From an optimization exercise on the open Yosys and OpenROAD flow, aimed at small area; shortcuts taken in it are not production practice. In this exercise RTL edits were held to simulation tests only and were not proved equivalent to the original. Power figures rest on the tool's default switching activity, not on a simulated workload.

==> flow/design.v <==
module rs_alu(
	input clk,
	input rst,
	output [31:0] PC_out,
	output [3:0] rob_id_out,
	output [16:0] EX_ctrl_out,
	output [5:0] p_rs_out,
	output [5:0] p_rt_out,
	output [15:0] imm_bits_out,
	output [5:0] p_rd_out,
	output stl_dec_rs_alu_full,
	input [3:0] num_rob_entry,
	input [31:0] PC_in,
	input [16:0] EX_ctrl_in,
	input [5:0] p_rs_in,
	input [5:0] p_rt_in,
	input p_rs_rdy_in,
	input p_rt_rdy_in,
	input rs_read,
	input rt_read,
	input [15:0] imm_bits_in,
	input [5:0] p_rd_new,
	input alloc_RS_en,
	input stall_issue,
	output wire issue_en,
	input recover,
	input [3:0] rec_rob_entry,
	input stall_hazard,
	input bus_en,
	input [5:0] tag
);
	localparam W = 71;
	reg [7:0] valid;
	reg [7:0] rs_rdy;
	reg [7:0] rt_rdy;
	reg [3:0] rob_id [0:7];
	reg [5:0] prf_rs [0:7];
	reg [5:0] prf_rt [0:7];
	reg [W-1:0] payload [0:7];  
	reg [7:0] age [0:7];
	reg [7:0] alloc_sel;
	always @(*) begin
		alloc_sel = 8'd0;
		for (integer i = 7; i >= 0; i = i - 1)
			if (!valid[i]) alloc_sel = 8'd1 << i;
	end
	wire [7:0] alloc_we = alloc_RS_en ? alloc_sel : 8'd0;
	function automatic older(input integer j, input integer k);
		older = (j < k) ? age[j][k] : ~age[k][j];
	endfunction
	wire [7:0] req = valid & rs_rdy & rt_rdy;
	reg [7:0] grant;
	always @(*) begin
		for (integer i = 0; i < 8; i = i + 1) begin
			grant[i] = req[i];
			for (integer j = 0; j < 8; j = j + 1)
				if (j != i && req[j] && older(j, i)) grant[i] = 1'b0;
		end
	end
	wire no_issue = recover | stall_hazard | stall_issue;
	assign issue_en = ~no_issue & (|req);
	wire [7:0] issue_clr = no_issue ? 8'd0 : grant;
	reg [7:0] flush_clr;
	always @(*) begin
		for (integer i = 0; i < 8; i = i + 1)
			flush_clr[i] = recover && valid[i] && (rob_id[i] == rec_rob_entry);
	end
	always @(posedge clk or negedge rst) begin
		if (~rst) valid <= 8'd0;
		else valid <= (valid & ~issue_clr & ~flush_clr) | alloc_we;
	end
	wire rs_rdy_new = p_rs_rdy_in | ~rs_read | (bus_en && tag == p_rs_in);
	wire rt_rdy_new = p_rt_rdy_in | ~rt_read | (bus_en && tag == p_rt_in);
	always @(posedge clk) begin
		for (integer i = 0; i < 8; i = i + 1) begin
			if (alloc_we[i]) begin
				rs_rdy[i] <= rs_rdy_new;
				rt_rdy[i] <= rt_rdy_new;
				rob_id[i] <= num_rob_entry;
				prf_rs[i] <= p_rs_in;
				prf_rt[i] <= p_rt_in;
				payload[i] <= {PC_in, EX_ctrl_in, imm_bits_in, p_rd_new};
			end else begin
				if (bus_en && tag == prf_rs[i]) rs_rdy[i] <= 1'b1;
				if (bus_en && tag == prf_rt[i]) rt_rdy[i] <= 1'b1;
			end
			for (integer k = i + 1; k < 8; k = k + 1) begin
				if (alloc_we[k]) age[i][k] <= 1'b1;
				else if (alloc_we[i]) age[i][k] <= 1'b0;
			end
		end
	end
	reg [2:0] gidx;
	always @(*) begin
		gidx = 3'd0;
		for (integer i = 7; i >= 0; i = i - 1)
			if (grant[i]) gidx = i;
	end
	wire [7:0] sel = 8'd1 << gidx;
	reg [W-1:0] pl_out;
	reg [3:0] rob_out;
	reg [5:0] rs_out, rt_out;
	always @(*) begin
		pl_out = {W{1'b0}};
		rob_out = 4'd0;
		rs_out = 6'd0;
		rt_out = 6'd0;
		for (integer i = 0; i < 8; i = i + 1) begin
			pl_out = pl_out | ({W{sel[i]}} & payload[i]);
			rob_out = rob_out | ({4{sel[i]}} & rob_id[i]);
			rs_out = rs_out | ({6{sel[i]}} & prf_rs[i]);
			rt_out = rt_out | ({6{sel[i]}} & prf_rt[i]);
		end
	end
	assign {PC_out, EX_ctrl_out, imm_bits_out, p_rd_out} = pl_out;
	assign rob_id_out = rob_out;
	assign p_rs_out = rs_out;
	assign p_rt_out = rt_out;
	assign stl_dec_rs_alu_full = &valid;
endmodule
==> flow/config.mk <==
export PLATFORM = sky130hd
export DESIGN_NAME = rs_alu
export DESIGN_NICKNAME = rs_alu
export VERILOG_FILES = /design/flow/design.v
export SDC_FILE = /design/flow/constraint.sdc
export NUM_CORES = 4
export LEC_CHECK = 0
export CAP_MARGIN = 10
export CORE_MARGIN = 2
export CORE_UTILIZATION = 45
export SLEW_MARGIN = 10
==> flow/constraint.sdc <==
create_clock -name core_clock -period 8.0 [get_ports {clk}]
set_input_delay 1.6000 -clock core_clock [delete_from_list [all_inputs] [get_ports {clk}]]
set_output_delay 1.6000 -clock core_clock [all_outputs]
set_load 0.01 [all_outputs]
standard.sh (not shown) runs the stock make flow with config.mk's settings and CLKGATE_MAP_FILE= SYNTH_SCRIPT=/design/flow/synth_recipe.tcl, a recipe that flattens the netlist after the stock synthesis.
==> flow/flow/run.sh <==
#!/bin/bash
# The standard layout (standard.sh) with these changes:
#  - synthesis maps logic with an area-oriented ABC script (flow/synth_area.tcl,
#    flow/area.abc); registers are mapped exactly as in the standard synthesis;
#  - port buffers use the smallest buffer cell;
#  - CTS uses clkbuf_8 with sink clusters of up to 16 and no dummy loads.
# The full make output goes to flow.log in this folder; ORFS's per-step logs are
# under orfs/logs/.
set -euo pipefail
HERE=$(pwd)
CTS="-sink_clustering_enable -repair_clock_nets -dont_use_dummy_load -buf_list sky130_fd_sc_hd__clkbuf_8 -sink_clustering_size 16 -sink_clustering_max_diameter 100"
export MY_ABC_SCRIPT="$HERE/flow/area.abc"
bash standard.sh \
  "SYNTH_SCRIPT=$HERE/flow/synth_area.tcl" \
  "BUFFER_PORTS_ARGS=-buffer_cell sky130_fd_sc_hd__buf_1" \
  "CTS_ARGS=$CTS" \
  finish > flow.log 2>&1
==> flow/flow/area.abc <==
strash
balance
dc2
dch -f
amap -m -F 50
==> flow/flow/synth_area.tcl <==
# The standard synthesis script (synth_recipe.tcl), with one change: Yosys's abc
# step maps the logic with the area-oriented ABC script named by MY_ABC_SCRIPT.
# Flip-flop mapping (dfflibmap) runs before abc and is untouched, so the registers,
# their names and their cell types are the standard synthesis's.
proc synth {args} { yosys synth -nofsm -noshare {*}$args }
proc abc {args} {
  set i [lsearch -exact $args -script]
  if {$i >= 0 && [info exists ::env(MY_ABC_SCRIPT)]} { lset args [expr {$i + 1}] $::env(MY_ABC_SCRIPT) }
  yosys abc {*}$args
}
source $::env(SCRIPTS_DIR)/synth.tcl
# left out here: clear keep_hierarchy, flatten, clean up, hide names made inside functions, write 1_2_yosys.v
==> next run, changes <==
==> flow/flow/area.abc (replaced) <==
&get -n
&st
&dch -f
&nf -a -R 1000
&put
- The new run finished with timing, DRC and antenna clean
- first-iteration DRC count shrinks by 18%
- via count went down by 8.4%
- synthesized cell count drops by 3.2%
- power rose by 6.1%
- worst hold slack is worse by 0.023 ns
- design area stays flat
- clock-buffer cell count does not change
- flip-flop and latch count is unchanged
- register-to-register slack got worse by 0.21 ns
==> next run, changes <==
==> flow/flow/area.abc (replaced) <==
strash
dc2
dch -f
amap -m
Settings changed: CORE_UTILIZATION 45 to 35.
=> The changed run finished with timing, DRC and antenna clean; global-route usage is lower by 3.1 points; core utilization is lower by 11 points; power is lower by 5.1%; count of clock-buffer cells in the layout does not change; final area is higher by 1.0%; first-iteration DRC count is higher by 20%.
==> next run, changes <==
--- a/flow/flow/run.sh
+++ b/flow/flow/run.sh
@@ -9,5 +9,5 @@
 set -euo pipefail
 HERE=$(pwd)
-CTS="-sink_clustering_enable -repair_clock_nets -dont_use_dummy_load -buf_list sky130_fd_sc_hd__clkbuf_8 -sink_clustering_size 16 -sink_clustering_max_diameter 100"
+CTS="-sink_clustering_enable -repair_clock_nets -dont_use_dummy_load -buf_list sky130_fd_sc_hd__clkbuf_16 -sink_clustering_size 28 -sink_clustering_max_diameter 120"
 export MY_ABC_SCRIPT="$HERE/flow/area.abc"
 bash standard.sh \
Settings changed: CORE_UTILIZATION 35 to 45.
What happened: Sequential cell count is unchanged; synthesized area is unchanged; die area fell by about 22%; final cell count drops by 9.8%; register-to-register slack gains 0.13 ns; power is about the same; combinational power goes down by about 2%; via count decreases by 1.4%.
==> next run, changes <==
--- a/flow/flow/run.sh
+++ b/flow/flow/run.sh
@@ -9,5 +9,5 @@
 set -euo pipefail
 HERE=$(pwd)
-CTS="-sink_clustering_enable -repair_clock_nets -dont_use_dummy_load -buf_list sky130_fd_sc_hd__clkbuf_16 -sink_clustering_size 28 -sink_clustering_max_diameter 120"
+CTS="-sink_clustering_enable -repair_clock_nets -dont_use_dummy_load -buf_list sky130_fd_sc_hd__clkbuf_8 -sink_clustering_size 16 -sink_clustering_max_diameter 100"
 export MY_ABC_SCRIPT="$HERE/flow/area.abc"
 bash standard.sh \
Result: Area after synthesis stays the same; core utilization barely changes; worst hold slack barely changes; synthesized cell count is unchanged; non-clock buffer count is unchanged; total power is lower by about 0.5%; wire length is higher by about 0.7%; die area does not change.
==> next run, changes <==
Settings changed: GPL_TIMING_DRIVEN from default to 0.
Fmax goes down by 9.6%.
Worst hold slack stays flat.
Power increases by 5.7%.
Combinational power goes up by 18%.
Final area went up by 5.7%.
Global-route usage went up by 0.28 points.
Via count increases by 3.1%.

## static timing again, ports no longer ideal
The results above use ideal ports. As a check the final layouts listed here were re-extracted and re-timed, cells and wires unchanged.
Step 1, drivers: a clkbuf_16 drives clk and a buf_2 each remaining input, both assumed.
Step 2, shift: input delay + t, output delay - t, t = (earliest + latest rising clock arrival at the registers) / 2. This alone moves slack from input paths to output paths.
a / b / c = no drivers / after step 1 / after step 2; a / b = the first two.
| run | t, ns | setup WS [ns] | pins driven straight from the clock port |
|---|---|---|---|
| the first run | 0.722 | 2.085 / 2.026 / 2.747 | 1 |
| the second run | 0.713 | 1.544 / 1.490 / 2.203 | 1 |
| the third run | 0.705 | 1.479 / 1.428 / 2.133 | 1 |
| the fourth run | 0.665 | 1.804 / 1.744 / 2.409 | 1 |
| the fifth run | 0.714 | 1.735 / 1.681 / 2.395 | 1 |
| the sixth run | 0.720 | 1.066 / 1.012 / 1.732 | 1 |
After both steps setup and hold are still met in every run listed.
